From an optimization exercise on the open Yosys and OpenROAD flow, aimed at small area, a short achievable clock period and few clock cycles; shortcuts taken in it are not production practice.
RTL that was checked went through simulation tests only; none was proved equivalent to the original.
Function not checked in run 5: the RTL went through the layout flow alone.
Power figures rest on the tool's default switching activity, not on a simulated workload.

[flow/config.mk]
export PLATFORM = sky130hd
export DESIGN_NAME = cpu
export DESIGN_NICKNAME = cpu
export VERILOG_FILES = /design/flow/design.v
export SDC_FILE = /design/flow/constraint.sdc
export NUM_CORES = 4
export LEC_CHECK = 0
export CAP_MARGIN = 20
export CORE_MARGIN = 2
export CORE_UTILIZATION = 40
export SLEW_MARGIN = 20
[flow/constraint.sdc]
create_clock -name core_clock -period 6.0 [get_ports {clk}]
set_input_delay 1.2000 -clock core_clock [delete_from_list [all_inputs] [get_ports {clk}]]
set_output_delay 1.2000 -clock core_clock [all_outputs]
set_load 0.01 [all_outputs]
[flow/design.v]
module cpu(clk,reset,read_data,datapath_out,mem_cmd,mem_addr);
input clk, reset; 
input [15:0] read_data;
output [15:0] datapath_out;
reg load_ir;
output reg [1:0] mem_cmd;
output reg [8:0] mem_addr;
reg reset_pc;
reg load_pc;
reg addr_sel;
reg load_addr;
reg [2:0] nsel;
wire [2:0] opcode;
wire [1:0] op;
wire [1:0] ALUop;
wire [15:0] sximm5;
wire [15:0] sximm8;
wire [1:0] shift;
wire [2:0] readnum;
wire [2:0] writenum;
wire [15:0] mdata;
wire [8:0] next_pc;
reg [8:0] add;
wire [8:0] PC;
wire N,V,Z;
wire [8:0] data;
wire [15:0] instruct_out;
reg [4:0] present_state;
reg write, loada, loadb, asel, bsel, loadc, loads;
reg [1:0] vsel;
	assign mdata = read_data;
	vDFFE #(16) instruction_register(clk, load_ir, read_data, instruct_out);  
	instruction_decoder Dut(instruct_out, nsel, opcode, op, ALUop, sximm5, sximm8, shift, readnum, writenum);  
	always_ff @(posedge clk) begin
		if(reset) begin  
			present_state = 5'b11110;
		end
		else 
		case(present_state)
		5'b11110 : 		present_state = 5'b11111;
		5'b11111 : 		present_state = 5'b11101;
		5'b11101 :		present_state = 5'b11011;
		5'b11011 :	present_state = 5'b00001;
		5'b00001 : if(opcode == 3'b110 & op == 2'b10) begin  
			  present_state = 5'b00010;
			  end
			  else if(opcode == 3'b110 &op == 2'b00) begin   
			  present_state = 5'b00110;
			  end
			  else if( opcode == 3'b101 & op !== 2'b11) begin  
			  present_state = 5'b00100;
			  end
			  else if( opcode == 3'b101 & op == 2'b11) begin  
			  present_state = 5'b00110;
			  end
			  else if( opcode == 3'b011 | opcode == 3'b100) begin
			  present_state = 5'b10111;
			  end
			  else if( opcode == 3'b111) begin
			  present_state = 5'b00101;
			  end
			  else begin  
			  present_state = 5'b11111;
			  end
		5'b00010 : present_state = 5'b11111;  
		5'b00100 :	present_state = 5'b01000;  
		5'b10111 :	present_state = 5'b01111;
		5'b01111 :	present_state = 5'b10100;
		5'b10100 : 	present_state = 5'b10011;
		5'b10011 :	if(opcode == 3'b100) begin  
				present_state = 5'b01001;
				end
				else begin  
				present_state = 5'b00111;
				end
		5'b00111 :	present_state = 5'b10010;
		5'b01001 :		present_state = 5'b01010;
		5'b01010 :		present_state = 5'b01011;
		5'b01011 :		present_state = 5'b11111;
		5'b00110 :	present_state = 5'b01100;  
		5'b01100 :	present_state = 5'b11000;  
		5'b11000 : 	present_state = 5'b00011;  
		5'b01000 :	if(op == 2'b01) begin  
				present_state = 5'b11100;
				end
				else begin  
				present_state = 5'b10000;
				end
		5'b10000 : 	present_state = 5'b00011;  
		5'b11100 :		present_state = 5'b11111;  
		5'b00011 : 	present_state = 5'b11111;  
		5'b10010 : 		present_state = 5'b11111;
		5'b00101 :		present_state = 5'b00101;
		default : present_state = 5'b11110;
		endcase
		case(present_state)
		5'b11110	 :	begin  
				write <= 1'b0;
				loada <= 1'b0;
				loadb <= 1'b0;
				asel <= 1'b0;
				bsel <= 1'b0;
				loadc <= 1'b0;
				loads <= 1'b0;
				vsel <= 2'b10;
				nsel <= 3'b000;
				reset_pc <= 1'b1;
				load_pc <= 1'b1;
				addr_sel <= 1'b0;
				mem_cmd <= 2'b00;
				load_ir <= 1'b0;
				load_addr <= 1'b0;
				end
		5'b11111	 :	begin  
				write <= 1'b0;
				loada <= 1'b0;
				loadb <= 1'b0;
				asel <= 1'b0;
				bsel <= 1'b0;
				loadc <= 1'b0;
				loads <= 1'b0;
				vsel <= 2'b10;
				nsel <= 3'b000;
				reset_pc <= 1'b0;
				load_pc <= 1'b0;
				addr_sel <= 1'b1;
				mem_cmd <= 2'b01;
				load_ir <= 1'b0;
				load_addr <= 1'b0;
				end
		5'b11101	 :	begin  
				write <= 1'b0;
				loada <= 1'b0;
				loadb <= 1'b0;
				asel <= 1'b0;
				bsel <= 1'b0;
				loadc <= 1'b0;
				loads <= 1'b0;
				vsel <= 2'b10;
				nsel <= 3'b000;
				reset_pc <= 1'b0;
				load_pc <= 1'b0;
				addr_sel <= 1'b1;
				mem_cmd <= 2'b01;
				load_ir <= 1'b1;
				load_addr <= 1'b0;
				end
		5'b11011	 :	begin  
				write <= 1'b0;
				loada <= 1'b0;
				loadb <= 1'b0;
				asel <= 1'b0;
				bsel <= 1'b0;
				loadc <= 1'b0;
				loads <= 1'b0;
				vsel <= 2'b10;
				nsel <= 3'b000;
				reset_pc <= 1'b0;
				load_pc <= 1'b1;
				addr_sel <= 1'b0;
				mem_cmd <= 2'b00;
				load_ir <= 1'b0;
				load_addr <= 1'b0;
				end
		5'b00001 :	begin  
				write <= 1'b0;
				loada <= 1'b0;
				loadb <= 1'b0;
				asel <= 1'b0;
				bsel <= 1'b0;
				loadc <= 1'b0;
				loads <= 1'b0;
				vsel <= 2'b10;
				nsel <= 3'b000;
				reset_pc <= 1'b0;
				load_pc <= 1'b0;
				addr_sel <= 1'b0;
				mem_cmd <= 2'b00;
				load_ir <= 1'b0;
				load_addr <= 1'b0;
				end
		5'b00010 :	begin  
				write <= 1'b1;
				loada <= 1'b0;
				loadb <= 1'b0;
				asel <= 1'b0;
				bsel <= 1'b0;
				loadc <= 1'b0;
				loads <= 1'b0;
				vsel <= 2'b10;
				nsel <= 3'b001;
				reset_pc <= 1'b0;
				load_pc <= 1'b0;
				addr_sel <= 1'b0;
				mem_cmd <= 2'b00;
				load_ir <= 1'b0;
				load_addr <= 1'b0;
				end
		5'b00100 :	begin  
				write <= 1'b0;
				loada <= 1'b1;
				loadb <= 1'b0;
				asel <= 1'b0;
				bsel <= 1'b0;
				loadc <= 1'b0;
				loads <= 1'b0;
				vsel <= 2'b10;
				nsel <= 3'b001;
				reset_pc <= 1'b0;
				load_pc <= 1'b0;
				addr_sel <= 1'b0;
				mem_cmd <= 2'b00;
				load_ir <= 1'b0;
				load_addr <= 1'b0;
				end
		5'b00110 :	begin  
				write <= 1'b0;
				loada <= 1'b1;
				loadb <= 1'b0;
				asel <= 1'b1;
				bsel <= 1'b0;
				loadc <= 1'b0;
				loads <= 1'b0;
				vsel <= 2'b10;
				nsel <= 3'b001;
				reset_pc <= 1'b0;
				load_pc <= 1'b0;
				addr_sel <= 1'b0;
				mem_cmd <= 2'b00;
				load_ir <= 1'b0;
				load_addr <= 1'b0;
				end
		5'b10111 :	begin  
				write <= 1'b0;
				loada <= 1'b1;
				loadb <= 1'b0;
				asel <= 1'b0;
				bsel <= 1'b0;
				loadc <= 1'b0;
				loads <= 1'b0;
				vsel <= 2'b10;
				nsel <= 3'b001;
				reset_pc <= 1'b0;
				load_pc <= 1'b0;
				addr_sel <= 1'b0;
				mem_cmd <= 2'b00;
				load_ir <= 1'b0;
				load_addr <= 1'b0;
				end
		5'b01000 :	begin  
				write <= 1'b0;
				loada <= 1'b0;
				loadb <= 1'b1;
				asel <= 1'b0;
				bsel <= 1'b0;
				loadc <= 1'b0;
				loads <= 1'b0;
				vsel <= 2'b10;
				nsel <= 3'b010;
				reset_pc <= 1'b0;
				load_pc <= 1'b0;
				addr_sel <= 1'b0;
				mem_cmd <= 2'b00;
				load_ir <= 1'b0;
				load_addr <= 1'b0;
				end
		5'b01111 :	begin  
				write <= 1'b0;
				loada <= 1'b0;
				loadb <= 1'b1;
				asel <= 1'b0;
				bsel <= 1'b1;
				loadc <= 1'b0;
				loads <= 1'b0;
				vsel <= 2'b10;
				nsel <= 3'b010;
				reset_pc <= 1'b0;
				load_pc <= 1'b0;
				addr_sel <= 1'b0;
				mem_cmd <= 2'b00;
				load_ir <= 1'b0;
				load_addr <= 1'b0;
				end
		5'b01100 :	begin  
				write <= 1'b0;
				loada <= 1'b0;
				loadb <= 1'b1;
				asel <= 1'b1;
				bsel <= 1'b0;
				loadc <= 1'b0;
				loads <= 1'b0;
				vsel <= 2'b10;
				nsel <= 3'b010;
				reset_pc <= 1'b0;
				load_pc <= 1'b0;
				addr_sel <= 1'b0;
				mem_cmd <= 2'b00;
				load_ir <= 1'b0;
				load_addr <= 1'b0;
				end
		5'b10000 :		begin  
				write <= 1'b0;
				loada <= 1'b0;
				loadb <= 1'b0;
				asel <= 1'b0;
				bsel <= 1'b0;
				loadc <= 1'b1;
				loads <= 1'b0;
				vsel <= 2'b10;
				nsel <= 3'b000;
				reset_pc <= 1'b0;
				load_pc <= 1'b0;
				addr_sel <= 1'b0;
				mem_cmd <= 2'b00;
				load_ir <= 1'b0;
				load_addr <= 1'b0;
				end
		5'b11000 :		begin  
				write <= 1'b0;
				loada <= 1'b0;
				loadb <= 1'b0;
				asel <= 1'b1;
				bsel <= 1'b0;
				loadc <= 1'b1;
				loads <= 1'b0;
				vsel <= 2'b10;
				nsel <= 3'b000;
				reset_pc <= 1'b0;
				load_pc <= 1'b0;
				addr_sel <= 1'b0;
				mem_cmd <= 2'b00;
				load_ir <= 1'b0;
				load_addr <= 1'b0;
				end
		5'b11100 :		begin  
				write <= 1'b0;
				loada <= 1'b0;
				loadb <= 1'b0;
				asel <= 1'b0;
				bsel <= 1'b0;
				loadc <= 1'b1;
				loads <= 1'b1;
				vsel <= 2'b10;
				nsel <= 3'b000;
				reset_pc <= 1'b0;
				load_pc <= 1'b0;
				addr_sel <= 1'b0;
				mem_cmd <= 2'b00;
				load_ir <= 1'b0;
				load_addr <= 1'b0;
				end
		5'b10100 :		begin  
				write <= 1'b0;
				loada <= 1'b0;
				loadb <= 1'b0;
				asel <= 1'b0;
				bsel <= 1'b1;
				loadc <= 1'b1;
				loads <= 1'b0;
				vsel <= 2'b10;
				nsel <= 3'b000;
				reset_pc <= 1'b0;
				load_pc <= 1'b0;
				addr_sel <= 1'b0;
				mem_cmd <= 2'b00;
				load_ir <= 1'b0;
				load_addr <= 1'b0;
				end
		5'b10011 :		begin  
				write <= 1'b0;
				loada <= 1'b0;
				loadb <= 1'b0;
				asel <= 1'b0;
				bsel <= 1'b0;
				loadc <= 1'b0;
				loads <= 1'b0;
				vsel <= 2'b10;
				nsel <= 3'b100;
				reset_pc <= 1'b0;
				load_pc <= 1'b0;
				addr_sel <= 1'b0;
				mem_cmd <= 2'b00;
				load_ir <= 1'b0;
				load_addr <= 1'b1;
				end
		5'b10010 :		begin  
				write <= 1'b1;
				loada <= 1'b0;
				loadb <= 1'b0;
				asel <= 1'b0;
				bsel <= 1'b0;
				loadc <= 1'b0;
				loads <= 1'b0;
				vsel <= 2'b11;
				nsel <= 3'b100;
				reset_pc <= 1'b0;
				load_pc <= 1'b0;
				addr_sel <= 1'b0;
				mem_cmd <= 2'b01;
				load_ir <= 1'b0;
				load_addr <= 1'b0;
				end
		5'b00111 :	begin  
				write <= 1'b0;
				loada <= 1'b0;
				loadb <= 1'b0;
				asel <= 1'b0;
				bsel <= 1'b0;
				loadc <= 1'b0;
				loads <= 1'b0;
				vsel <= 2'b10;
				nsel <= 3'b100;
				reset_pc <= 1'b0;
				load_pc <= 1'b0;
				addr_sel <= 1'b0;
				mem_cmd <= 2'b01;
				load_ir <= 1'b0;
				load_addr <= 1'b0;
				end
		5'b01001 :	begin  
				write <= 1'b0;
				loada <= 1'b0;
				loadb <= 1'b1;
				asel <= 1'b0;
				bsel <= 1'b0;
				loadc <= 1'b0;
				loads <= 1'b0;
				vsel <= 2'b10;
				nsel <= 3'b100;
				reset_pc <= 1'b0;
				load_pc <= 1'b0;
				addr_sel <= 1'b0;
				mem_cmd <= 2'b00;
				load_ir <= 1'b0;
				load_addr <= 1'b0;
				end
		5'b01010 :	begin  
				write <= 1'b0;
				loada <= 1'b0;
				loadb <= 1'b0;
				asel <= 1'b1;
				bsel <= 1'b0;
				loadc <= 1'b1;
				loads <= 1'b0;
				vsel <= 2'b10;
				nsel <= 3'b000;
				reset_pc <= 1'b0;
				load_pc <= 1'b0;
				addr_sel <= 1'b0;
				mem_cmd <= 2'b00;
				load_ir <= 1'b0;
				load_addr <= 1'b0;
				end
		5'b01011 :	begin  
				write <= 1'b0;
				loada <= 1'b0;
				loadb <= 1'b0;
				asel <= 1'b0;
				bsel <= 1'b0;
				loadc <= 1'b0;
				loads <= 1'b0;
				vsel <= 2'b10;
				nsel <= 3'b000;
				reset_pc <= 1'b0;
				load_pc <= 1'b0;
				addr_sel <= 1'b0;
				mem_cmd <= 2'b10;
				load_ir <= 1'b0;
				load_addr <= 1'b0;
				end
		5'b00101 :	begin  
				write <= 1'b0;
				loada <= 1'b0;
				loadb <= 1'b0;
				asel <= 1'b0;
				bsel <= 1'b0;
				loadc <= 1'b0;
				loads <= 1'b0;
				vsel <= 2'b10;
				nsel <= 3'b000;
				reset_pc <= 1'b0;
				load_pc <= 1'b0;
				addr_sel <= 1'b0;
				mem_cmd <= 2'b00;
				load_ir <= 1'b0;
				load_addr <= 1'b0;
				end
		5'b00011 :	begin  
				write <= 1'b1;
				loada <= 1'b0;
				loadb <= 1'b0;
				asel <= 1'b0;
				bsel <= 1'b0;
				loadc <= 1'b0;
				loads <= 1'b0;
				vsel <= 2'b00;
				nsel <= 3'b100;
				reset_pc <= 1'b0;
				load_pc <= 1'b0;
				addr_sel <= 1'b0;
				mem_cmd <= 2'b00;
				load_ir <= 1'b0;
				load_addr <= 1'b0;
				end
		default :	begin  
				write <= 1'b0;
				loada <= 1'b0;
				loadb <= 1'b0;
				asel <= 1'b0;
				bsel <= 1'b0;
				loadc <= 1'b0;
				loads <= 1'b0;
				vsel <= 2'b00;
				nsel <= 3'b000;
				reset_pc <= 1'b1;
				load_pc <= 1'b0;
				addr_sel <= 1'b0;
				mem_cmd <= 2'b00;
				load_ir <= 1'b0;
				load_addr <= 1'b0;
				end
		endcase
	end
	datapath DP(clk, readnum, vsel, loada, loadb, shift, asel, bsel, ALUop, loadc, loads,
 	writenum, write, mdata, sximm8, sximm5, PC, datapath_out, N, V, Z );  
	assign next_pc = reset_pc ? 9'b000000000 : add;
	vDFFE_PC #(9) program_counter(clk,load_pc,next_pc,PC);
	always_comb begin
	add = PC + 1'b1;
	end
	assign mem_addr = addr_sel ? PC : data;
	vDFFE_DA #(9) data_address(clk, load_addr, datapath_out[8:0], data);
endmodule
module vDFFE(clk, en, in, out);  
	parameter n = 1;
	input clk, en;
	input [n-1:0] in;
	output reg [n-1:0] out;
	wire [n-1:0] next_state;
	assign next_state = en ? in : out;
	always @(posedge clk)
		out <= next_state;
endmodule
module vDFFE_PC(clk, en, in, out);  
	parameter n = 1;
	input clk, en;
	input [n-1:0] in;
	output reg [n-1:0] out;
	wire [n-1:0] next_state;
	assign next_state = en ? in : out;
	always @(posedge clk)
		out <= next_state;
endmodule
module vDFFE_DA(clk, en, in, out);  
	parameter n = 1;
	input clk, en;
	input [n-1:0] in;
	output reg [n-1:0] out;
	wire [n-1:0] next_state;
	assign next_state = en ? in : out;
	always @(posedge clk)
		out <= next_state;
endmodule
module datapath(clk, readnum, vsel, loada, loadb, shift, asel, bsel, ALUop, loadc, loads,
 	writenum, write, mdata, sximm8, sximm5, PC, C, N, V, Z );
	input write, loada, loadb, asel, bsel, loadc, loads, clk;
	input [1:0] vsel;
	input [2:0] readnum, writenum;
	input [1:0] shift, ALUop;
	input [15:0] mdata;
	input [15:0] sximm8;
	input [7:0] PC;
	input [15:0] sximm5;
	output [15:0] C;  
	output reg N,V,Z;
	reg [15:0] data_in;
	wire [15:0] data_out;
	reg oppsign;
	reg diff;
	wire [15:0] regA;
	wire [15:0] in;
	wire [15:0] sout;
	wire [15:0] Ain;
	wire [15:0] Bin;
	wire Z_in;
	wire [15:0] out;   
	always_comb begin
	case(vsel)
	2'b00 : data_in = C;
 	2'b01 : data_in = {8'b00000000,PC};
	2'b10 : data_in = sximm8;
	2'b11 : data_in = mdata;
	default : data_in = 16'b0000000000000000;
	endcase
	end
	regfile REGFILE(data_in,writenum,write,readnum,clk,data_out);  
	vDFFE1 #(16) A(clk,loada,data_out,regA);  
	vDFFE1 #(16) B(clk,loadb,data_out,in);    
	shifter U1(in,shift,sout);  
	assign Ain = asel ? 16'b0000000000000000 : regA;  
	assign Bin = bsel ? sximm5 : sout;  
	ALU U2(Ain,Bin,ALUop,out,Zin);  
	vDFFE1 #(16) D(clk,loadc,out,C);  
	vDFFE2 status(clk,loads,Zin,Z);  
	always @(posedge clk) begin
	if(ALUop == 2'b01 & loads == 1) begin
	if(out[15] == 1'b1) begin
	N = 1'b1;
	end 
	else begin
	N = 1'b0;
	end 
	if(Ain[15] != Bin[15])begin  
		oppsign = 1'b1;
    end else begin
		oppsign = 1'b0;
	end
	if(out[15] == Bin[15])begin  
		diff = 1'b1;
    end else begin
		diff = 1'b0;
	end
    if(oppsign && diff)begin  
		V = 1'b1;
    end else begin
		V = 1'b0;
	end
	end
	else begin
	end
	end
endmodule
module vDFFE1(clk, en, in, out);  
	parameter n = 1;
	input clk, en;
	input [n-1:0] in;
	output reg [n-1:0] out;
	wire [n-1:0] next_state;
	assign next_state = en ? in : out;
	always @(posedge clk)
		out <= next_state;
endmodule
module vDFFE2(clk, en, in, out);  
	parameter n = 1;
	input clk, en;
	input [n-1:0] in;
	output reg [n-1:0] out;
	wire [n-1:0] next_state;
	assign next_state = en ? in : out;
	always @(posedge clk)
		out <= next_state;
endmodule
module instruction_decoder(in, nsel, opcode, op, ALUop, sximm5, sximm8, shift, readnum, writenum);
input [15:0] in;
input [2:0] nsel;
output reg [2:0] opcode;
output reg [1:0] op;
output reg [1:0] ALUop;
output reg [15:0] sximm5;
output reg [15:0] sximm8;
output reg [1:0] shift;
output reg [2:0] readnum;
output reg [2:0] writenum;
reg [4:0] imm5;
reg [7:0] imm8;
reg [2:0] Rm;
reg [2:0] Rd;
reg [2:0] Rn;
always_comb begin
	imm5 = in[4:0];
	imm8 = in[7:0];
	Rm = in[2:0];
	Rd = in[7:5];
	Rn = in[10:8];
    	sximm5 = { {11{imm5[4]}}, imm5};
    	sximm8 = { {8{imm8[7]}}, imm8};
    	case(nsel)
    	3'b001: begin
		readnum = Rn;
		writenum = Rn;
		end
	3'b010: begin
		readnum = Rm;
		writenum = Rm;
		end
	3'b100: begin
		readnum = Rd;
		writenum = Rd;
		end
	default: begin
		readnum = 3'b000;
		writenum =3'b000;
		end
   	endcase
	ALUop = in[12:11];
	shift = (in[15:13] == 3'b100) ? 2'b00 : in[4:3];  
	opcode = in[15:13];
	op = in[12:11];
end
endmodule
module ALU(Ain,Bin,ALUop,out,Z);
input [15:0] Ain, Bin;  
input [1:0] ALUop;  
output reg [15:0] out;	 
output reg Z;	 
	always_comb begin
		if( ALUop == 2'b00 ) begin  
			out = Ain + Bin;
		end
		else if ( ALUop == 2'b01 ) begin    
			out = Ain - Bin;
		end
		else if ( ALUop == 2'b10 ) begin  
			out = Ain & Bin;
		end
		else begin
			out = ~Bin;  
		end
		if( out == 16'b0 ) begin  
			Z = 1'b1;
		end
		else begin
			Z = 1'b0;  
		end
	end
endmodule
module regfile(data_in,writenum,write,readnum,clk,data_out);
input [15:0] data_in;
input [2:0] writenum, readnum;
input write, clk;
output reg [15:0] data_out;
wire [7:0] decoder_1;
wire [7:0] decoder_2;
wire [7:0] regload;
reg [15:0] R0, R1, R2, R3, R4, R5, R6, R7;
	Dec3_8 dut_dec1(writenum, decoder_1);
	assign regload[0] = decoder_1[0] & write;
	assign regload[1] = decoder_1[1] & write;
	assign regload[2] = decoder_1[2] & write;
	assign regload[3] = decoder_1[3] & write;
	assign regload[4] = decoder_1[4] & write;
	assign regload[5] = decoder_1[5] & write;
	assign regload[6] = decoder_1[6] & write;
	assign regload[7] = decoder_1[7] & write;
	vDFFE_0 #(16) dut_0(clk, regload[0], data_in, R0);
	vDFFE_1 #(16) dut_1(clk, regload[1], data_in, R1);
	vDFFE_2 #(16) dut_2(clk, regload[2], data_in, R2);
	vDFFE_3 #(16) dut_3(clk, regload[3], data_in, R3);
	vDFFE_4 #(16) dut_4(clk, regload[4], data_in, R4);
	vDFFE_5 #(16) dut_5(clk, regload[5], data_in, R5);
	vDFFE_6 #(16) dut_6(clk, regload[6], data_in, R6);
	vDFFE_7 #(16) dut_7(clk, regload[7], data_in, R7);	
	Dec3_8 dut_dec2(readnum, decoder_2);
	always_comb begin
	case(decoder_2)
	8'b00000001 : data_out = R0;
	8'b00000010 : data_out = R1;
	8'b00000100 : data_out = R2;
	8'b00001000 : data_out = R3;
	8'b00010000 : data_out = R4;
	8'b00100000 : data_out = R5;
	8'b01000000 : data_out = R6;	
	8'b10000000 : data_out = R7;
	default : data_out = 16'b0000000000000000;
	endcase
	end
endmodule
module Dec3_8(in, out);  
	input [2:0] in;
	output [7:0] out;
	wire [7:0] out = 1 << in;
endmodule
module vDFFE_0(clk, en, in, out);  
	parameter n = 1;
	input clk, en;
	input [n-1:0] in;
	output reg [n-1:0] out;
	wire [n-1:0] next_state;
	assign next_state = en ? in : out;
	always @(posedge clk)
		out <= next_state;
endmodule
module vDFFE_1(clk, en, in, out);
	parameter n = 1;
	input clk, en;
	input [n-1:0] in;
	output reg [n-1:0] out;
	wire [n-1:0] next_state;
	assign next_state = en ? in : out;
	always @(posedge clk)
		out <= next_state;
endmodule
module vDFFE_2(clk, en, in, out);
	parameter n = 1;
	input clk, en;
	input [n-1:0] in;
	output reg [n-1:0] out;
	wire [n-1:0] next_state;
	assign next_state = en ? in : out;
	always @(posedge clk)
		out <= next_state;
endmodule
module vDFFE_3(clk, en, in, out);
	parameter n = 1;
	input clk, en;
	input [n-1:0] in;
	output reg [n-1:0] out;
	wire [n-1:0] next_state;
	assign next_state = en ? in : out;
	always @(posedge clk)
		out <= next_state;
endmodule
module vDFFE_4(clk, en, in, out);
	parameter n = 1;
	input clk, en;
	input [n-1:0] in;
	output reg [n-1:0] out;
	wire [n-1:0] next_state;
	assign next_state = en ? in : out;
	always @(posedge clk)
		out <= next_state;
endmodule
module vDFFE_5(clk, en, in, out);
	parameter n = 1;
	input clk, en;
	input [n-1:0] in;
	output reg [n-1:0] out;
	wire [n-1:0] next_state;
	assign next_state = en ? in : out;
	always @(posedge clk)
		out <= next_state;
endmodule
module vDFFE_6(clk, en, in, out);
	parameter n = 1;
	input clk, en;
	input [n-1:0] in;
	output reg [n-1:0] out;
	wire [n-1:0] next_state;
	assign next_state = en ? in : out;
	always @(posedge clk)
		out <= next_state;
endmodule
module vDFFE_7(clk, en, in, out);
	parameter n = 1;
	input clk, en;
	input [n-1:0] in;
	output reg [n-1:0] out;
	wire [n-1:0] next_state;
	assign next_state = en ? in : out;
	always @(posedge clk)
		out <= next_state;
endmodule
module shifter(in,shift,sout);
input [15:0] in;
input [1:0] shift;
output reg [15:0] sout;
	always_comb begin
		case(shift)  
	2'b00 : sout = in;  
	2'b01 : begin  
		sout = in << 1;
		sout[0] = 1'b0;
		end
	2'b10 : begin  
		sout = in >> 1;
		sout[15] = 1'b0;
		end
	2'b11 : begin	 
		sout = in >> 1;
		sout[15] = in[15];
		end
	default : sout = 16'b0000000000000000;
	endcase
	end
endmodule
[flow/run.sh]
#!/bin/bash
# synth_recipe.tcl (not shown) runs the flow's synth.tcl, then flattens the netlist and writes it again
# the make line also repeats each setting of config.mk as NAME=value (left out here)
make -C /OpenROAD-flow-scripts/flow DESIGN_CONFIG=/design/flow/config.mk WORK_HOME=/design/flow/orfs CLKGATE_MAP_FILE= SYNTH_SCRIPT=/design/flow/synth_recipe.tcl finish
==> out/results.ini, run 1 <==
[synth]
synth_mux_area_share_pct = 4.63
synth_compound_area_share_pct = 15.0
synth_area_leaders = edfxtp_1 54%, ha_1 4.3%, dfxtp_1 3.9%, nand2_1 2.3%, nor2b_1 2.1%
ys_types = 80
async_reset_ff_share_pct = 0
ys_seq_area_share_pct = 57.7
syn_area_per_cell_um2 = 12.1
syn_inst = 973
synth_edf_count = 210
synthSimpleGateAreaFrac_pct = 13.1
ys_warn_count = 22
yosysTopAreaCell = edfxtp_1
yosys_most_used_dff = edfxtp_1
synthDominantCellAreaShare_pct = 53.8
ys_seq_elements = 233
synth_xor_area_share_pct = 1.42
synth_fa_ha_area_share_pct = 4.61
synth_nets = 1033
synth_top_family_by_area = compound AO/OA/AOI/OAI gates
synth_area_um2 = 11700

[timing]
slew_viol_final = 0
worst_slew_pin_slew_ns = 1.11
clock.fmax_mhz = 192
min_period_over_period_pct = 86.7
slew-limit-headroom_pct = 26.0
report.final.setup_viol = 0
rsz0062_at_grt = no
final.setup.tns_ns = 0
min_period_ns = 5.20
hold_viol_final = 0
finalClockSkew_ns = 0.0144

[setup_path]
r2r_start = instruction_register.out[14]
r2r-end = DP.D.out[7]
end_kind = flop
reg2regPathDepth = 16
start_kind = flop
crit_type = flop to flop
startpoint = instruction_register.out[14]
regToRegSetupSlack_ns = 0.80
cp_max_fo = 30
cp_data_required_time_ns = 6.28
arrival_ns = 5.48
crit_end = DP.D.out[7]

[finish]
final_common_cell = edfxtp_1
fin_util_pct = 46.4
nets = 1063
drive_gt1_share_pct = 8.41
final_cell_mix = 210 x edfxtp_1, 73 x nand2_1, 52 x nor2_1, 46 x a21oi_1, 46 x inv_1
area_growth_pct = 13.8

[placement]
io_buffers = 44
gp_congestion = 0.899
dp_hpwl_um = 21400

[global_routing]
antenna_found_initial = 0
grt_max_degree = 56
grt_pass1_wl_um = 47200
grt_pass1_vias = 7823
grt_usage_pct = 20.0
grt.overflow.total = 0

[power_and_ir_drop]
comb_power_share_pct = 39.9
switchingPower_mw = 2.62
seq_power_share_pct = 37.2
pwr-share-clk_pct = 22.9
swShare_pct = 38.8
power.leakage_nw = 4.64
p_per_area_nw_per_um2 = 506
p_int_mw = 4.14
peakVddDrop_mv = 0.295

[clock_tree]
cts_resized = 0
cts_root_buffer = clkbuf_16
cts_buffers = 25
ctsHoldBuffers = 0
clk_pin_slew_ns = 0.07
cts_tree = done
clock_path_buffers = 3
post-cts-setup-buffers = 0
cts.sinks = 233
cts_htree_levels = 1
clkLatencyLatePin_ns = 0.54

[floorplanning]
core-area_um2 = 28800
io_pins = 45
die_width_um = 175
die_h_um = 175
start_util_pct = 40.7
die-area_um2 = 30700
rows = 62

[detailed_routing]
wl_per_cell_um = 21.8
routed-via-count = 8210
vias_per_cell = 5.84
drt_iter0_drc = 805
route.detailed.drc = 0
postRouteAntennaNets = 0
drt_pass1_iterations = 5
wl_um = 30700

[outcome]
status = timing/DRC/antenna clean

[run]
cap_violations = 0

[worst_hold_path]
min_path_type = flop to flop

## synthesized netlist by cell type, drive strengths merged (8+ instances only)
cell	n
and2	14
nand4	10
ha	40
nor2	53
a22o	13
nor2b	39
nand2	73
a21oi	47
nand3b	8
clkbuf	34
nand3	26
or3	10
o31ai	10
xnor2	14
mux4	9
edfxtp	210
o21ai	35
nand2b	8
mux2	16
inv	48
buf	18
a211oi	9
nor3	20
o211ai	8
dfxtp	23
a221oi	26
mux2i	16
nor3b	10
a22oi	32
## flip-flops by register name (all words and copies together), names as in the netlist, 2 cells and up
register,flops
DP.B.out,16
DP.REGFILE.dut_1.out,16
DP.REGFILE.dut_6.out,16
nsel,3
mem_cmd,2
instruction_register.out,16
DP.D.out,16
DP.REGFILE.dut_3.out,16
program_counter.out,9
present_state,5
DP.A.out,16
DP.REGFILE.dut_5.out,16
vsel,2
DP.REGFILE.dut_7.out,16
DP.REGFILE.dut_2.out,16
DP.REGFILE.dut_4.out,16
DP.REGFILE.dut_0.out,16
data_address.out,9
## logic make-up after synthesis
| family | count (synthesis) |
|---|---|
| AOI/OAI and AO/OA | 246 |
| buffers and inverters | 102 |
| DFF | 233 |
| xor gates and xnor gates | 19 |
| muxes | 41 |
| adders and majority gates | 42 |
| and+or+nand+nor | 290 |
## worst min-delay path by stage
stage | startpoint | endpoint | slack (ns) | cells past startpoint
after global placement | DP.D.out[3] | data_address.out[3] | 0.49 | 0
after CTS | DP.D.out[3] | data_address.out[3] | 0.51 | 0
after floorplan | DP.D.out[0] | data_address.out[0] | 0.52 | 0
final | DP.D.out[3] | data_address.out[3] | 0.50 | 0
after global routing | DP.D.out[3] | data_address.out[3] | 0.52 | 0
after detailed placement | DP.D.out[3] | data_address.out[3] | 0.49 | 0
## power by group through the flow
stage               combinational [mW]  sequential (mW)  clock [mW]
finish                            2.69             2.51        1.55
global route                      2.97             2.55        1.64
CTS                               2.67             2.51        1.58
detailed placement                2.65             2.54           0
global placement                  2.63             2.55           0
floorplan                         1.99             2.34           0
## layout make-up
class,count,area (µm²)
fill,2560,15400
sequential,233,6770
multi-input combinational,638,4560
clock buffer,38,736
timing repair buffer,55,523
tap,384,480
inverter,50,188
clock inverter,8,91.3
antenna,1,2.50
## layer usage
metal | GRT usage (%) | routed length [µm]
met1 | 28.6 | 14000
met4 | 5.00 | 691
met5 | 0 | 0
met3 | 3.18 | 1860
met2 | 31.9 | 14200
## through the flow
stage	setup slack [ns]	hold WS, ns	std cells	instance area, µm²	power, mW
after CTS	0.817	0.505	1406	13300	6.76
after global placement	0.977	0.488	1360	12500	5.18
after floorplan	1.59	0.516	973	11700	4.33
final	0.798	0.501	1407	13300	6.76
after detailed placement	0.833	0.491	1360	12500	5.19
after global routing	0.394	0.523	1406	13300	7.16
## worst max-delay path, cell delays in order, from the launching register on
cell,delay (ns)
edfxtp_1,0.47
or3b_1,0.48
and2_1,0.35
inv_1,0.20
ha_1,0.71
nor2b_1,0.22
nor3_1,0.06
a21oi_1,0.35
inv_1,0.14
ha_1,0.33
o21bai_1,0.10
a211oi_1,0.48
nor2_1,0.11
o41a_1,0.37
a221oi_1,0.34
xnor2_1,0.15
mux2i_1,0.08
Testbench counts, summed over its fixed seeds: cycles 57,209.
==> run 2: changes to the inputs <==
==> flow/design.v (replaced) <==
module cpu(clk, reset, read_data, datapath_out, mem_cmd, mem_addr);
  input clk, reset;
  input [15:0] read_data;
  output [15:0] datapath_out;
  output reg [1:0] mem_cmd;
  output reg [8:0] mem_addr;
  reg [15:0] R [0:7];
  reg [15:0] ir;
  reg        irv;       
  reg        inflight;  
  reg        ldwb;      
  reg [2:0]  ld_rd;
  reg        halted;
  reg [8:0]  pc;        
  wire [2:0] opcode = ir[15:13];
  wire [1:0] op     = ir[12:11];
  wire [2:0] rn     = ir[10:8];
  wire [2:0] rd     = ir[7:5];
  wire [1:0] sh     = ir[4:3];
  wire [2:0] rm     = ir[2:0];
  wire exec   = irv & ~ldwb & ~halted;
  wire is_ldr = opcode == 3'b011;
  wire is_str = opcode == 3'b100;
  wire is_hlt = opcode == 3'b111;
  wire memop  = exec & (is_ldr | is_str);
  wire [15:0] ra = R[rn];
  wire [15:0] rb = R[(ir[14] | ir[13]) ? rm : rd];
  reg [15:0] sb;
  always_comb begin
    case (sh)
      2'b00: sb = rb;
      2'b01: sb = {rb[14:0], 1'b0};
      2'b10: sb = {1'b0, rb[15:1]};
      default: sb = {rb[15], rb[15:1]};
    endcase
  end
  reg [15:0] res;
  reg        wr;
  reg [2:0]  wnum;
  always_comb begin
    res  = 16'b0;
    wr   = 1'b0;
    wnum = rd;
    if (opcode == 3'b110) begin
      if (op == 2'b10) begin
        res = {{8{ir[7]}}, ir[7:0]};
        wr = 1'b1;
        wnum = rn;
      end else if (op == 2'b00) begin
        res = sb;
        wr = 1'b1;
      end
    end else if (opcode == 3'b101) begin
      case (op)
        2'b00: begin res = ra + sb; wr = 1'b1; end
        2'b10: begin res = ra & sb; wr = 1'b1; end
        2'b11: begin res = ~sb;     wr = 1'b1; end
        default: ;
      endcase
    end
  end
  wire [8:0] addr = ra[8:0] + {{4{ir[4]}}, ir[4:0]};
  wire fetch = ~memop & ~halted & ~(pc[8] & (inflight | irv));
  assign datapath_out = rb;
  always_comb begin
    if (memop) begin
      mem_cmd  = is_str ? 2'b10 : 2'b01;
      mem_addr = addr;
    end else begin
      mem_cmd  = fetch ? 2'b01 : 2'b00;
      mem_addr = pc;
    end
  end
  wire        we    = ldwb | (exec & wr);
  wire [2:0]  waddr = ldwb ? ld_rd : wnum;
  wire [15:0] wdata = ldwb ? read_data : res;
  always_ff @(posedge clk) begin
    if (we) R[waddr] <= wdata;
  end
  always_ff @(posedge clk) begin
    if (~irv | exec) ir <= read_data;
    ld_rd <= rd;
  end
  always_ff @(posedge clk) begin
    if (reset) begin
      pc       <= 9'd0;
      irv      <= 1'b0;
      inflight <= 1'b0;
      ldwb     <= 1'b0;
      halted   <= 1'b0;
    end else begin
      if (fetch) pc <= pc + 9'd1;
      inflight <= fetch;
      if (~irv | exec) irv <= inflight;
      ldwb <= memop & is_ldr;
      if (exec & is_hlt) halted <= 1'b1;
    end
  end
endmodule
--- a/flow/config.mk
+++ b/flow/config.mk
@@ -6,6 +6,8 @@
 export NUM_CORES = 4
 export LEC_CHECK = 0
+export ABC_CLOCK_PERIOD_IN_PS = 3000
 export CAP_MARGIN = 20
 export CORE_MARGIN = 2
 export CORE_UTILIZATION = 40
+export SETUP_SLACK_MARGIN = 2.0
 export SLEW_MARGIN = 20
==> run 2 against run 1 <==
Net effect: fmax rose by 14%; clock power down 28%; area after synthesis is 18% lower; critical path type is now flop to output pin.
==> out/results.ini, run 2 <==
[clock_tree]
clk_pin_slew_ns = 0.07
cts_root_buffer = clkbuf_16
cts_htree_levels = 4
cts.sinks = 163
ctsHoldBuffers = 0
clkLatencyLatePin_ns = 0.45
cts_buffers = 17
clock_path_buffers = 2
cts_tree = done

[floorplanning]
rows = 56
die-area_um2 = 25300
die_width_um = 159
core-area_um2 = 23500
start_util_pct = 40.9
die_h_um = 159
io_pins = 45

[synth]
synth_area_um2 = 9620
syn_area_per_cell_um2 = 11.6
ys_seq_elements = 163
ys_seq_area_share_pct = 48.9
yosys_most_used_dff = edfxtp_1
async_reset_ff_share_pct = 0
syn_inst = 830
yosysTopAreaCell = edfxtp_1
synthDominantCellAreaShare_pct = 44.9
ys_top_cells_by_count = 144 x edfxtp_1, 55 x and3_1, 54 x nand2_1
synth_edf_count = 144
synth_area_leaders = edfxtp_1 45%, mux4_2 8.0%, dfxtp_1 4.0%, a211oi_1 3.8%, and3_1 3.6%
yosysMostFrequentCell = edfxtp_1
ys_types = 67
ys_warn_count = 1
synth_nets = 875

[finish]
final_cell_mix = 144 x edfxtp_1, 84 x buf_4, 53 x and3_1, 51 x nand2_1, 40 x nor2_1
insertedDiodeCount = 0
area_growth_pct = 38.6
largest_register_ffs = 128
nets = 1027
max_flop_register = R
drive_gt1_share_pct = 42.1
final_common_cell = edfxtp_1
fin_area_um2 = 13300
final_cell_count_no_fill = 1314
reg_top3 = R (128), ir (16), pc (9)

[power_and_ir_drop]
p_per_area_nw_per_um2 = 256
peakVddDrop_mv = 0.202
power.leakage_nw = 4.94

[setup_path]
end_kind = output pin
crit_family = multiplexers
start_kind = flop
path_cells = buf_12, buf_12, buf_12, mux4_2, mux2_2, ha_1, a21o_1, a31oi_1, xnor3_1, o21ai_2, buf_2
r2r_start = ir[13]
crit_type = flop to output pin
crit_cells = 11
cp_slowest_cell = mux4_2
cp_max_fo = 16
critPathMostFrequentCell = buf_12
cp_data_required_time_ns = 4.80
crit_buf_inv = 4
reg2regPathDepth = 18
regToRegSetupSlack_ns = 1.47
crit_end = mem_addr[8]
slowest_delay_ns = 0.52
r2r-end = R[4][14]
arrival_ns = 3.35

[timing]
min_period_ns = 4.55
report.final.setup_viol = 0
final.setup.tns_ns = 0
hold_viol_final = 0
finalClockSkew_ns = 0.0129
slew_viol_final = 0
rsz0062_at_grt = yes
hold_slack_ns = 0.454
min_period_over_period_pct = 75.9
slew-limit-headroom_pct = 41.0
worst_slew_pin_slew_ns = 0.886
clock.fmax_mhz = 220
timing.final.ws_setup_ns = 1.45

[global_routing]
grt.overflow.total = 0
grt_max_degree = 30
grt_pass1_vias = 7654
antenna_found_initial = 0
grt_pass1_wl_um = 47600
grt_usage_pct = 25.0

[worst_hold_path]
min_path_type = flop to flop

[placement]
io_buffers = 44
dp.cells = 1162
post-place-ws_ns = 0.836
dp_hpwl_um = 20200
gp_congestion = 0.968
post_dp_cell_area_um2 = 10600

[outcome]
status = timing/DRC/antenna clean

[detailed_routing]
wl_per_cell_um = 25.6
route.detailed.drc = 0
vias_per_cell = 6.27
wl_um = 33600
postRouteAntennaNets = 0
drt_pass1_iterations = 6
drt_iter0_drc = 1168
routed-via-count = 8237

[run]
cap_violations = 0

==> run 2: area by class of cell <==
cell class              count  area (µm²)
multi-input cells         582        5610
clock inverters            15         166
well taps                 319         399
fillers                  1897       10200
clock buffers              17         425
inverters                  34         138
flip-flops and latches    163        4710
repair buffers            184        1880
==> run 2: per-stage QoR <==
stage	util [%]	power, mW
after floorplan	-	1.77
after global placement	45.0	1.96
after detailed placement	45.0	1.96
after CTS	53.6	3.26
after global routing	56.6	3.53
final	56.6	3.42
==> run 2: worst min-delay path, cell delays in order (launching register included) <==
cell and delay (ns):
dfxtp_1 0.31, inv_1 0.05, a21oi_1 0.05
==> run 2: layer usage <==
metal	vias to the layer above	track usage (%)	routed length, µm
li1	3557	-	-
met1	4072	34.6	13700
met2	509	39.1	15400
met3	99	4.69	3100
met4	0	9.59	1450
met5	-	0	0
==> run 2: how the worst min path moves through the flow <==
stage	slack, ns	startpoint	endpoint	cells after the start
final	0.45	inflight	irv	2
after global placement	0.44	inflight	irv	2
after CTS	0.46	inflight	irv	2
after floorplan	0.35	ir[7]	ld_rd[2]	0
after global routing	0.49	inflight	irv	2
after detailed placement	0.44	ir[5]	ld_rd[0]	0
==> run 2: where the power goes <==
| part | internal, mW | switching, mW | leakage, nW |
|---|---|---|---|
| sequential | 1.25 | 0.0218 | 1.51 |
| combinational | 0.507 | 0.521 | 3.15 |
| clock | 0.593 | 0.523 | 0.287 |
| total | 2.35 | 1.07 | 4.94 |
==> run 2: logic make-up after synthesis <==
kind of cell	count (synthesis)	share of synthesized area, %
compound gates	218	15.6
xor+xnor	24	2.33
fa+ha+maj	27	3.67
buf+inv	90	3.73
flops	163	48.9
mux	85	13.7
simple gates	223	12.0
==> run 2: what timing repair did <==
item                                    4_1_cts  5_1_grt
cloned                                        5        4
endpoints found under the setup margin      146      137
gates resized for setup                     233       89
setup buffers                                72       39
pin swaps                                    74       57
Testbench counts of run 2, summed over its fixed seeds: cycles 9,740.
==> run 3: changes to the inputs <==
--- a/flow/config.mk
+++ b/flow/config.mk
@@ -10,4 +10,3 @@
 export CORE_MARGIN = 2
 export CORE_UTILIZATION = 40
-export SETUP_SLACK_MARGIN = 2.0
 export SLEW_MARGIN = 20
==> run 3 against run 2 <==
Net effect: still clean on timing, DRC and antenna; combinational power shrank 37%; utilization is 9.7 points lower; hold slack got worse by 0.012 ns; highest routed layer unchanged.
==> out/results.ini, run 3 <==
[detailed_routing]
vias_per_cell = 6.03
route.detailed.drc = 0
drt_pass1_iterations = 5
wl_um = 28900
wl_per_cell_um = 24.1
drt_iter0_drc = 699
routed-via-count = 7231
top_layer = met4
met3_length_um = 1890
postRouteAntennaNets = 0
wl_met1_um = 12600
met2WireLength_um = 13600

[clock_tree]
cts_tree = done
clk_pin_slew_ns = 0.07
post-cts-setup-buffers = 0
cts.sinks = 163
clkLatencyLatePin_ns = 0.44
cts_resized = 0
cts_buffers = 17
ctsHoldBuffers = 0
cts_htree_levels = 4
clock_path_buffers = 2
cts_root_buffer = clkbuf_16

[floorplanning]
core-area_um2 = 23500
die_h_um = 159
rows = 56
die-area_um2 = 25300
die_width_um = 159
start_util_pct = 40.9
io_pins = 45

[finish]
drive_gt1_share_pct = 15.3
nets = 913
fill_cells = 2153
largest_register_ffs = 128
area_growth_pct = 15.0
regArea_um2 = 4710
reg_top3 = R (128), ir (16), pc (9)
multi_input_area_um2 = 4590
max_flop_register = R
insertedDiodeCount = 0
final_common_cell = edfxtp_1
final_cell_mix = 144 x edfxtp_1, 55 x and3_1, 53 x nand2_1, 49 x a211oi_1, 44 x clkdlybuf4s50_1

[global_routing]
grt_usage_pct = 23.1
grt.overflow.total = 0
grt_pass1_wl_um = 43900
antenna_found_initial = 0
grt_max_degree = 50
grt_pass1_vias = 7091

[setup_path]
crit_buf_inv = 2
cp_max_fo = 12
slowest_delay_ns = 0.60
crit_family = compound AO/OA/AOI/OAI gates
start_kind = flop
arrival_ns = 4.48
cp_slowest_cell = dfxtp_2
path_cells = mux4_2, mux2i_1, inv_1, ha_1, a21o_1, a21oi_1, o21bai_1, a21oi_1, o21bai_1, a21oi_1, xor2_1, o21ai_0, clkdlybuf4s50_1
critPathMostFrequentCell = a21oi_1
cp_data_required_time_ns = 4.80
end_kind = output pin
crit_type = flop to output pin

[timing]
min_period_ns = 5.68
slew_viol_final = 0
report.final.setup_viol = 0
hold_viol_final = 0
clock.fmax_mhz = 176
slew-limit-headroom_pct = 42.9
rsz0062_at_grt = no
finalClockSkew_ns = 0.0110
min_period_over_period_pct = 94.6
final.setup.tns_ns = 0
worst_slew_pin_slew_ns = 0.856
hold_slack_ns = 0.443
timing.final.ws_setup_ns = 0.322

[synth]
ys_seq_elements = 163
synth_nets = 875
synthDominantCellAreaShare_pct = 44.9
syn_inst = 830
yosysMostFrequentCell = edfxtp_1
yosysTopAreaCell = edfxtp_1
ys_warn_count = 1
ys_types = 67
ys_seq_area_share_pct = 48.9
synth_area_leaders = edfxtp_1 45%, mux4_2 8.0%, dfxtp_1 4.0%, a211oi_1 3.8%, and3_1 3.6%
yosys_most_used_dff = edfxtp_1
async_reset_ff_share_pct = 0
synth_edf_count = 144
synth_area_um2 = 9620
ys_top_cells_by_count = 144 x edfxtp_1, 55 x and3_1, 54 x nand2_1
syn_area_per_cell_um2 = 11.6

[power_and_ir_drop]
peakVddDrop_mv = 0.140
total_power_mw = 3.00
p_per_area_nw_per_um2 = 271
power.leakage_nw = 4.02

[placement]
io_buffers = 44
dp_hpwl_um = 20300
post-place-ws_ns = 0.641
gp_congestion = 1.03

[run]
cap_violations = 0

[outcome]
status = timing/DRC/antenna clean

[worst_hold_path]
min_path_type = flop to flop

==> run 3: changes by cell type in the layout (fill, tap and decap cells not counted), sizes merged, moves of 2 or more <==
| cell | delta |
|---|---|
| buf | -124 |
| clkdlybuf4s50 | +25 |
| clkbuf | -5 |
| nand2 | -5 |
| clkinv | +3 |
| dlygate4sd2 | -2 |
| dlymetal6s2s | -2 |
| inv | -2 |
==> run 3: logic make-up after synthesis <==
logic type      synth area share [%]
compound gates                  15.6
simple gates                    12.0
xor+xnor                        2.33
fa+ha+maj                       3.67
buf+inv                         3.73
mux                             13.7
flops                           48.9
==> run 3: layout make-up <==
type / instances / share of cell area (%)
inverter: 34 / 1.15
clock inverter: 15 / 1.31
clock buffer: 17 / 3.85
sequential: 163 / 42.5
multi-input combinational: 577 / 41.5
timing repair buffer: 75 / 6.08
tap: 319 / 3.61
==> run 3: final timing paths <==
kind,to,cells after the start,slack (ns),start
worst max-delay path,mem_addr[7],13,0.32,flop
worst min-delay path,irv,2,0.44,inflight
worst max register to register,R[0][12],17,0.58,ir[14]
worst min register to register,irv,2,0.44,inflight
==> run 3: where the power goes <==
part / switching, mW / internal (mW) / total, mW
Clock: 0.494 / 0.582 / 1.08
Sequential: 0.0251 / 1.25 / 1.28
Combinational: 0.368 / 0.280 / 0.648
Total: 0.887 / 2.12 / 3.00
==> run 3: routing by layer <==
metal,global-route usage [%],vias up
li1,-,3317
met1,31.4,3568
met2,37.5,297
met3,3.91,49
met4,8.43,0
met5,0,-
==> run 3: worst reg2reg max path, delay by kind of cell, from the launching register on <==
| family | cells | cell delay [ns] |
|---|---|---|
| simple gates | 4 | 1.10 |
| flops | 1 | 0.56 |
| fa+ha+maj | 1 | 0.28 |
| buf+inv | 2 | 0.42 |
| xor+xnor | 1 | 0.16 |
| compound gates | 9 | 2.61 |
==> run 3: through the flow <==
step                cell area, µm²  util, %  cells
global route                 11100     47.0   1200
detailed placement           10500     44.6   1168
finish                       11100     47.0   1200
global placement             10500     44.6   1168
floorplan                     9620        -    830
CTS                          11100     47.0   1200
==> run 4: changes to the inputs <==
--- a/flow/config.mk
+++ b/flow/config.mk
@@ -6,5 +6,4 @@
 export NUM_CORES = 4
 export LEC_CHECK = 0
-export ABC_CLOCK_PERIOD_IN_PS = 3000
 export CAP_MARGIN = 20
 export CORE_MARGIN = 2
==> run 4 against run 3 <==
Net effect: utilization unchanged; sequential power about the same; count of clock-buffer cells in the layout is the same; register-to-register slack hardly changed; clock skew stayed put; critical path depth is the same.
==> out/results.ini, run 4 <==
[synth]
ys_top_cells_by_count = 144 x edfxtp_1, 55 x and3_1, 54 x nand2_1
ys_seq_area_share_pct = 48.9
async_reset_ff_share_pct = 0
synth_nets = 875
synthDominantCellAreaShare_pct = 44.9
syn_inst = 830
ys_seq_elements = 163
yosys_most_used_dff = edfxtp_1
synth_area_um2 = 9620
synth_edf_count = 144
yosysMostFrequentCell = edfxtp_1
ys_warn_count = 1
synth_area_leaders = edfxtp_1 45%, mux4_2 8.0%, dfxtp_1 4.0%, a211oi_1 3.8%, and3_1 3.6%
ys_types = 67
yosysTopAreaCell = edfxtp_1
syn_area_per_cell_um2 = 11.6

[timing]
worst_slew_pin_slew_ns = 0.856
report.final.setup_viol = 0
slew_viol_final = 0
clock.fmax_mhz = 176
min_period_ns = 5.68
final.setup.tns_ns = 0
min_period_over_period_pct = 94.6
rsz0062_at_grt = no
hold_slack_ns = 0.443
hold_viol_final = 0
slew-limit-headroom_pct = 42.9
finalClockSkew_ns = 0.0110

[setup_path]
start_kind = flop
cp_slowest_cell = dfxtp_2
slowest_delay_ns = 0.60
cp_data_required_time_ns = 4.80
arrival_ns = 4.48
crit_family = compound AO/OA/AOI/OAI gates
path_cells = mux4_2, mux2i_1, inv_1, ha_1, a21o_1, a21oi_1, o21bai_1, a21oi_1, o21bai_1, a21oi_1, xor2_1, o21ai_0, clkdlybuf4s50_1
crit_buf_inv = 2
end_kind = output pin
crit_type = flop to output pin
critPathMostFrequentCell = a21oi_1
cp_max_fo = 12

[detailed_routing]
drt_pass1_iterations = 5
drt_iter0_drc = 699
wl_um = 28900
postRouteAntennaNets = 0
wl_per_cell_um = 24.1
routed-via-count = 7231
vias_per_cell = 6.03
route.detailed.drc = 0

[global_routing]
antenna_found_initial = 0
grt.overflow.total = 0
grt_pass1_vias = 7091
grt_max_degree = 50
grt_usage_pct = 23.1
grt_pass1_wl_um = 43900

[worst_hold_path]
min_path_type = flop to flop

[power_and_ir_drop]
peakVddDrop_mv = 0.140
switchingPower_mw = 0.887
p_int_mw = 2.12
comb_power_share_pct = 21.6
swShare_pct = 29.5
seq_power_share_pct = 42.6
pwr-share-clk_pct = 35.9
p_per_area_nw_per_um2 = 271
power.leakage_nw = 4.02

[finish]
nets = 913
reg_top3 = R (128), ir (16), pc (9)
final_cell_mix = 144 x edfxtp_1, 55 x and3_1, 53 x nand2_1, 49 x a211oi_1, 44 x clkdlybuf4s50_1
fin_area_um2 = 11100
fin_util_pct = 47.0
largest_register_ffs = 128
insertedDiodeCount = 0
final_common_cell = edfxtp_1
fill_cells = 2153
final_cell_count_no_fill = 1200
drive_gt1_share_pct = 15.3
area_growth_pct = 15.0
max_flop_register = R

[run]
cap_violations = 0

[clock_tree]
cts_resized = 0
cts_root_buffer = clkbuf_16
post-cts-setup-buffers = 0
clock_path_buffers = 2
cts_tree = done
cts_buffers = 17
clkLatencyLatePin_ns = 0.44
clk_pin_slew_ns = 0.07
cts_htree_levels = 4
cts.sinks = 163
ctsHoldBuffers = 0

[floorplanning]
die-area_um2 = 25300
start_util_pct = 40.9
core-area_um2 = 23500
io_pins = 45
die_h_um = 159
rows = 56
die_width_um = 159

[placement]
post_dp_cell_area_um2 = 10500
io_buffers = 44
dp_hpwl_um = 20300
dp.cells = 1168
gp_congestion = 1.03

[outcome]
status = timing/DRC/antenna clean

[run 4: final timing paths]
check	from	to	slack (ns)	cells past startpoint
setup / recovery	flop	mem_addr[7]	0.32	13
hold / removal	inflight	irv	0.44	2
setup reg to reg	ir[14]	R[0][12]	0.58	17
hold reg to reg	inflight	irv	0.44	2
[run 4: area by class of cell]
class / instances / area (µm²) / area share [%]
Sequential cell: 163 / 4710 / 42.5
Clock buffer: 17 / 425 / 3.85
Inverter: 34 / 128 / 1.15
Tap cell: 319 / 399 / 3.61
Multi-Input combinational cell: 577 / 4590 / 41.5
Clock inverter: 15 / 145 / 1.31
Timing Repair Buffer: 75 / 673 / 6.08
[run 4: logic make-up after synthesis]
| kind of cell | synth area share [%] |
|---|---|
| xor gates and xnor gates | 2.33 |
| AOI/OAI and AO/OA | 15.6 |
| adders and majority gates | 3.67 |
| and+or+nand+nor | 12.0 |
| buffers and inverters | 3.73 |
| DFF | 48.9 |
| muxes | 13.7 |
[run 4: through the flow]
stage	total power [mW]	worst slack (ns)
3_5_place_dp	1.94	0.641
2_1_floorplan	1.74	1.20
5_1_grt	3.12	0.0607
3_3_place_gp	1.94	0.761
6_report	3.00	0.322
4_1_cts	3.01	0.348
[run 4: worst register-to-register path, delay by kind of cell (launching register included)]
family	cells	cell delay [ns]
compound gates	9	2.61
simple gates	4	1.10
flops	1	0.56
buf+inv	2	0.42
fa+ha+maj	1	0.28
xor+xnor	1	0.16
[run 4: power by group through the flow]
stage	clock, mW	sequential (mW)	combinational [mW]
finish	1.08	1.28	0.648
global route	1.14	1.28	0.703
CTS	1.09	1.28	0.642
detailed placement	0	1.30	0.637
global placement	0	1.30	0.638
floorplan	0	1.29	0.449
[run 4: per-layer routing]
layer	vias to the layer above	GRT usage (%)	share of wire, %
li1	3317	-	-
met1	3568	31.4	43
met2	297	37.5	47
met3	49	3.91	6.5
met4	0	8.43	2.8
met5	-	0	0
==> run 5: changes to the inputs <==
==> flow/design.v (replaced) <==
module cpu(clk, reset, read_data, datapath_out, mem_cmd, mem_addr);
  input clk, reset;
  input [15:0] read_data;
  output [15:0] datapath_out;
  output reg [1:0] mem_cmd;
  output reg [8:0] mem_addr;
  reg [15:0] R [0:7];
  reg [15:0] ir;
  reg [15:0] A, B;
  reg [8:0]  ma;
  reg        irv;       
  reg        inflight;  
  reg        ldwb;      
  reg [2:0]  ld_rd;
  reg        halted;
  reg [8:0]  pc;        
  wire [2:0] opcode = ir[15:13];
  wire [1:0] op     = ir[12:11];
  wire [1:0] sh     = ir[4:3];
  wire exec   = irv & ~ldwb & ~halted;
  wire is_ldr = opcode == 3'b011;
  wire is_str = opcode == 3'b100;
  wire is_hlt = opcode == 3'b111;
  wire memop  = exec & (is_ldr | is_str);
  reg [15:0] sb;
  always_comb begin
    case (sh)
      2'b00: sb = B;
      2'b01: sb = {B[14:0], 1'b0};
      2'b10: sb = {1'b0, B[15:1]};
      default: sb = {B[15], B[15:1]};
    endcase
  end
  wire [15:0] sum;
  pfx_add #(16) add16 (.a(A), .b(sb), .s(sum));
  reg [15:0] res;
  reg        wr;
  always_comb begin
    res = 16'b0;
    wr  = 1'b0;
    if (opcode == 3'b110) begin
      if (op == 2'b10) begin
        res = {{8{ir[7]}}, ir[7:0]};
        wr = 1'b1;
      end else if (op == 2'b00) begin
        res = sb;
        wr = 1'b1;
      end
    end else if (opcode == 3'b101) begin
      case (op)
        2'b00: begin res = sum;    wr = 1'b1; end
        2'b10: begin res = A & sb; wr = 1'b1; end
        2'b11: begin res = ~sb;    wr = 1'b1; end
        default: ;
      endcase
    end
  end
  wire [2:0] wnum = (opcode == 3'b110 && op == 2'b10) ? ir[10:8] : ir[7:5];
  wire        we    = ldwb | (exec & wr);
  wire [2:0]  waddr = ldwb ? ld_rd : wnum;
  wire [15:0] wdata = ldwb ? read_data : res;
  always_ff @(posedge clk) begin
    if (we) R[waddr] <= wdata;
  end
  wire fetch = ~memop & ~halted & ~(pc[8] & (inflight | irv));
  assign datapath_out = B;
  always_comb begin
    if (memop) begin
      mem_cmd  = is_str ? 2'b10 : 2'b01;
      mem_addr = ma;
    end else begin
      mem_cmd  = fetch ? 2'b01 : 2'b00;
      mem_addr = pc;
    end
  end
  wire load = ~irv | exec;
  wire [15:0] dw = load ? read_data : ir;
  wire [2:0] sela = dw[10:8];
  wire [2:0] selb = (dw[14] | dw[13]) ? dw[2:0] : dw[7:5];  
  wire [8:0] imm5 = {{4{dw[4]}}, dw[4:0]};
  wire hita = we & (waddr == sela);
  wire hitb = we & (waddr == selb);
  wire [15:0] ra = R[sela];
  wire [15:0] rb = R[selb];
  wire [8:0] ma_r, ma_w;
  pfx_add #(9) addr_r (.a(ra[8:0]),    .b(imm5), .s(ma_r));
  pfx_add #(9) addr_w (.a(wdata[8:0]), .b(imm5), .s(ma_w));
  always_ff @(posedge clk) begin
    ir    <= dw;
    A     <= hita ? wdata : ra;
    B     <= hitb ? wdata : rb;
    ma    <= hita ? ma_w : ma_r;
    ld_rd <= wnum;
  end
  always_ff @(posedge clk) begin
    if (reset) begin
      pc       <= 9'd0;
      irv      <= 1'b0;
      inflight <= 1'b0;
      ldwb     <= 1'b0;
      halted   <= 1'b0;
    end else begin
      if (fetch) pc <= pc + 9'd1;
      inflight <= fetch;
      if (load) irv <= inflight;
      ldwb <= memop & is_ldr;
      if (exec & is_hlt) halted <= 1'b1;
    end
  end
endmodule
module pfx_add #(parameter W = 16) (a, b, s);
  input  [W-1:0] a, b;
  output [W-1:0] s;
  localparam L = $clog2(W);
  wire [W-1:0] g [0:L];
  wire [W-1:0] p [0:L];
  assign g[0] = a & b;
  assign p[0] = a ^ b;
  genvar k, i;
  generate
    for (k = 0; k < L; k = k + 1) begin : lvl
      for (i = 0; i < W; i = i + 1) begin : bit_
        if (i >= (1 << k)) begin : c
          assign g[k+1][i] = g[k][i] | (p[k][i] & g[k][i-(1<<k)]);
          assign p[k+1][i] = p[k][i] & p[k][i-(1<<k)];
        end else begin : n
          assign g[k+1][i] = g[k][i];
          assign p[k+1][i] = p[k][i];
        end
      end
    end
  endgenerate
  assign s = p[0] ^ {g[L][W-2:0], 1'b0};
endmodule
==> run 5 against run 4 <==
Net effect: still clean; fmax increased by 4.6%; synthesized cell count is 5.1% higher; area after synthesis rose by 9.9%; hold slack worse by 0.00098 ns; critical endpoint is now ma[8]; highest routed layer unchanged.
==> out/results.ini, run 5 <==
[outcome]
status = timing/DRC/antenna clean

[detailed_routing]
wl_um = 27800
route.detailed.drc = 0
routed-via-count = 7396
postRouteAntennaNets = 0
vias_per_cell = 5.83
drt_iter0_drc = 574
drt_pass1_iterations = 7
wl_per_cell_um = 22.0

[clock_tree]
ctsHoldBuffers = 0
clk_pin_slew_ns = 0.08
cts_resized = 0
clock_path_buffers = 2
cts.sinks = 188
post-cts-setup-buffers = 0
clkLatencyLatePin_ns = 0.43
cts_htree_levels = 4
cts_tree = done
cts_buffers = 17
cts_root_buffer = clkbuf_16

[finish]
final_cell_mix = 131 x edfxtp_1, 100 x nand2_1, 62 x mux4_2, 56 x dfxtp_1, 56 x a21oi_1
area_growth_pct = 14.2
final_common_cell = edfxtp_1
fin_util_pct = 46.5
fill_cells = 2344
drive_gt1_share_pct = 20.0
max_flop_register = R
nets = 974
reg_top3 = R (128), A (16), ir (16)
insertedDiodeCount = 0
final_cell_count_no_fill = 1268
largest_register_ffs = 128

[worst_hold_path]
min_path_type = flop to flop

[setup_path]
cp_slowest_cell = dfxtp_2
slowest_delay_ns = 0.67
cp_max_fo = 16
start_kind = flop
path_cells = mux4_1, mux2_2, mux2i_1, o21ai_0, ha_1, a21o_1, a21oi_1, o21ai_0, and3_1, o31ai_1, a221o_1, a22o_1, ha_1, a21oi_1, o21ai_0, a2111oi_0, a31oi_1, nand4b_1
critPathMostFrequentCell = o21ai_0
arrival_ns = 5.80
end_kind = flop
crit_type = flop to flop
cp_data_required_time_ns = 6.37

[timing]
timing.final.ws_setup_ns = 0.575
min_period_over_period_pct = 90.4
finalClockSkew_ns = 0.0120
clock.fmax_mhz = 184
slew_viol_final = 0
rsz0062_at_grt = no
final.setup.tns_ns = 0
hold_viol_final = 0
min_period_ns = 5.43
report.final.setup_viol = 0
worst_slew_pin_slew_ns = 0.917
slew-limit-headroom_pct = 38.9

[synth]
yosysMostFrequentCell = edfxtp_1
yosys_most_used_dff = edfxtp_1
ys_top_cells_by_count = 131 x edfxtp_1, 100 x nand2_1, 62 x mux4_2
ys_types = 71
ys_seq_area_share_pct = 48.0
ys_warn_count = 3
synth_area_um2 = 10600
synth_nets = 926
synth_edf_count = 131
ys_seq_elements = 188
syn_inst = 872
async_reset_ff_share_pct = 0
synthDominantCellAreaShare_pct = 37.2
synth_area_leaders = edfxtp_1 37%, mux4_2 13%, dfxtp_1 11%, mux2_2 4.3%, ha_1 3.9%
yosysTopAreaCell = edfxtp_1
syn_area_per_cell_um2 = 12.1

[power_and_ir_drop]
comb_power_share_pct = 20.2
pwr-share-clk_pct = 34.6
total_power_mw = 3.24
p_per_area_nw_per_um2 = 268
p_int_mw = 2.29
power.leakage_nw = 4.46
peakVddDrop_mv = 0.202
switchingPower_mw = 0.951
swShare_pct = 29.3
seq_power_share_pct = 45.2

[run]
cap_violations = 0

[placement]
io_buffers = 44
post-place-ws_ns = 0.631
dp.cells = 1236
gp_congestion = 0.894
dp_hpwl_um = 19500

[floorplanning]
core-area_um2 = 26000
io_pins = 45
die-area_um2 = 27800
die_width_um = 167
rows = 59
start_util_pct = 40.7
die_h_um = 167

[global_routing]
antenna_found_initial = 0
grt.overflow.total = 0
grt_pass1_wl_um = 42400
grt_usage_pct = 20.1
grt_max_degree = 44
grt_pass1_vias = 7064

-- run 5: cell count changes after synthesis, sizes merged, moves of 7 or more --
cell / change
mux2: +15
or4: -10
edfxtp: -13
and3: -50
a211oi: -44
and2: -7
buf: +9
clkbuf: -19
ha: +8
mux4: +30
a21oi: +16
dfxtp: +38
nand2: +46
nor2b: +10
-- run 5: final timing paths --
kind / startpoint / end / slack, ns / cells past startpoint
max: flop / ma[8] / 0.57 / 18
min: inflight / irv / 0.44 / 2
max reg2reg: flop / ma[8] / 0.57 / 18
min reg2reg: inflight / irv / 0.44 / 2
-- run 5: kinds of logic (layout without fill, tap and decap cells) --
group / Yosys count / in the layout / synth area share [%]
DFF: 188 / 188 / 48.0
adders and majority gates: 36 / 36 / 4.47
buffers and inverters: 81 / 142 / 3.51
AOI/OAI and AO/OA: 186 / 186 / 11.3
xor gates and xnor gates: 27 / 27 / 2.24
and+or+nand+nor: 219 / 219 / 9.54
muxes: 135 / 135 / 20.9
-- run 5: area by class of cell --
class                   count  area (µm²)  share of cell area (%)
clock buffers              17         425                    3.52
clock inverters            15         160                    1.33
inverters                  35         131                    1.09
multi-input cells         603        5180                    42.9
flip-flops and latches    188        5080                    42.0
well taps                 335         419                    3.47
repair buffers             75         686                    5.68
-- run 5: power by group through the flow --
| stage | sequential [mW] | clock (mW) | combinational (mW) |
|---|---|---|---|
| floorplan | 1.48 | 0 | 0.463 |
| global placement | 1.50 | 0 | 0.645 |
| detailed placement | 1.50 | 0 | 0.648 |
| CTS | 1.47 | 1.14 | 0.652 |
| global route | 1.47 | 1.19 | 0.715 |
| finish | 1.47 | 1.12 | 0.654 |
-- run 5: routing by layer --
metal	part of all wire (%)	vias to the layer above	GRT usage, %
met2	46	226	31.3
met3	5.9	38	3.11
met1	45	3695	28.8
li1	-	3437	-
met4	2.7	0	7.08
met5	0	-	0
-- run 5: through the flow --
stage | hold WS (ns) | instance area [µm²]
floorplan | 0.422 | 10600
global placement | 0.433 | 11500
detailed placement | 0.435 | 11500
CTS | 0.444 | 12100
global route | 0.465 | 12100
finish | 0.442 | 12100
-- run 5: worst max-delay path: cells and delay by family (launching register included) --
| kind | cells | cell delay, ns |
|---|---|---|
| adder cells (fa/ha/maj) | 2 | 0.70 |
| AO/OA/AOI/OAI | 11 | 2.54 |
| multiplexers | 3 | 1.06 |
| flip-flops | 1 | 0.67 |
| AND/OR/NAND/NOR | 2 | 0.39 |

what the ideal ports hide:
No port has a modelled driver above. Below, the same layouts with a new extraction and two added sets of constraints. Step 1, drivers: a clkbuf_16 drives clk and a buf_2 each remaining input, both assumed. Step 2 moves the port delays by t, midway between the first and last clock arrival at a register: inputs arrive t later, outputs are due t later. That takes back most of the time a late clock gives input paths. Three values: no drivers, after step 1, after step 2; two values: the first two.
| run | t, ns | setup WS [ns] | hold slack, ns | worst setup path after step 2 | worst data-port slew with drivers (ns) |
|---|---|---|---|---|---|
| run 1 | 0.582 | 0.798 / 0.798 / 0.798 | 0.501 / 0.501 / 0.501 | register to register | 0.04 |
| run 2 | 0.482 | 1.447 / 1.405 / 1.472 | 0.454 / 0.454 / 0.454 | register to register | 0.04 |
| run 3 | 0.484 | 0.322 / 0.275 / 0.580 | 0.443 / 0.443 / 0.443 | register to register | 0.05 |
| run 4 | 0.484 | 0.322 / 0.275 / 0.580 | 0.443 / 0.443 / 0.443 | register to register | 0.05 |
| run 5 | 0.475 | 0.575 / 0.575 / 0.575 | 0.442 / 0.442 / 0.442 | register to register | 0.04 |
After both steps setup and hold are still met in every run listed.
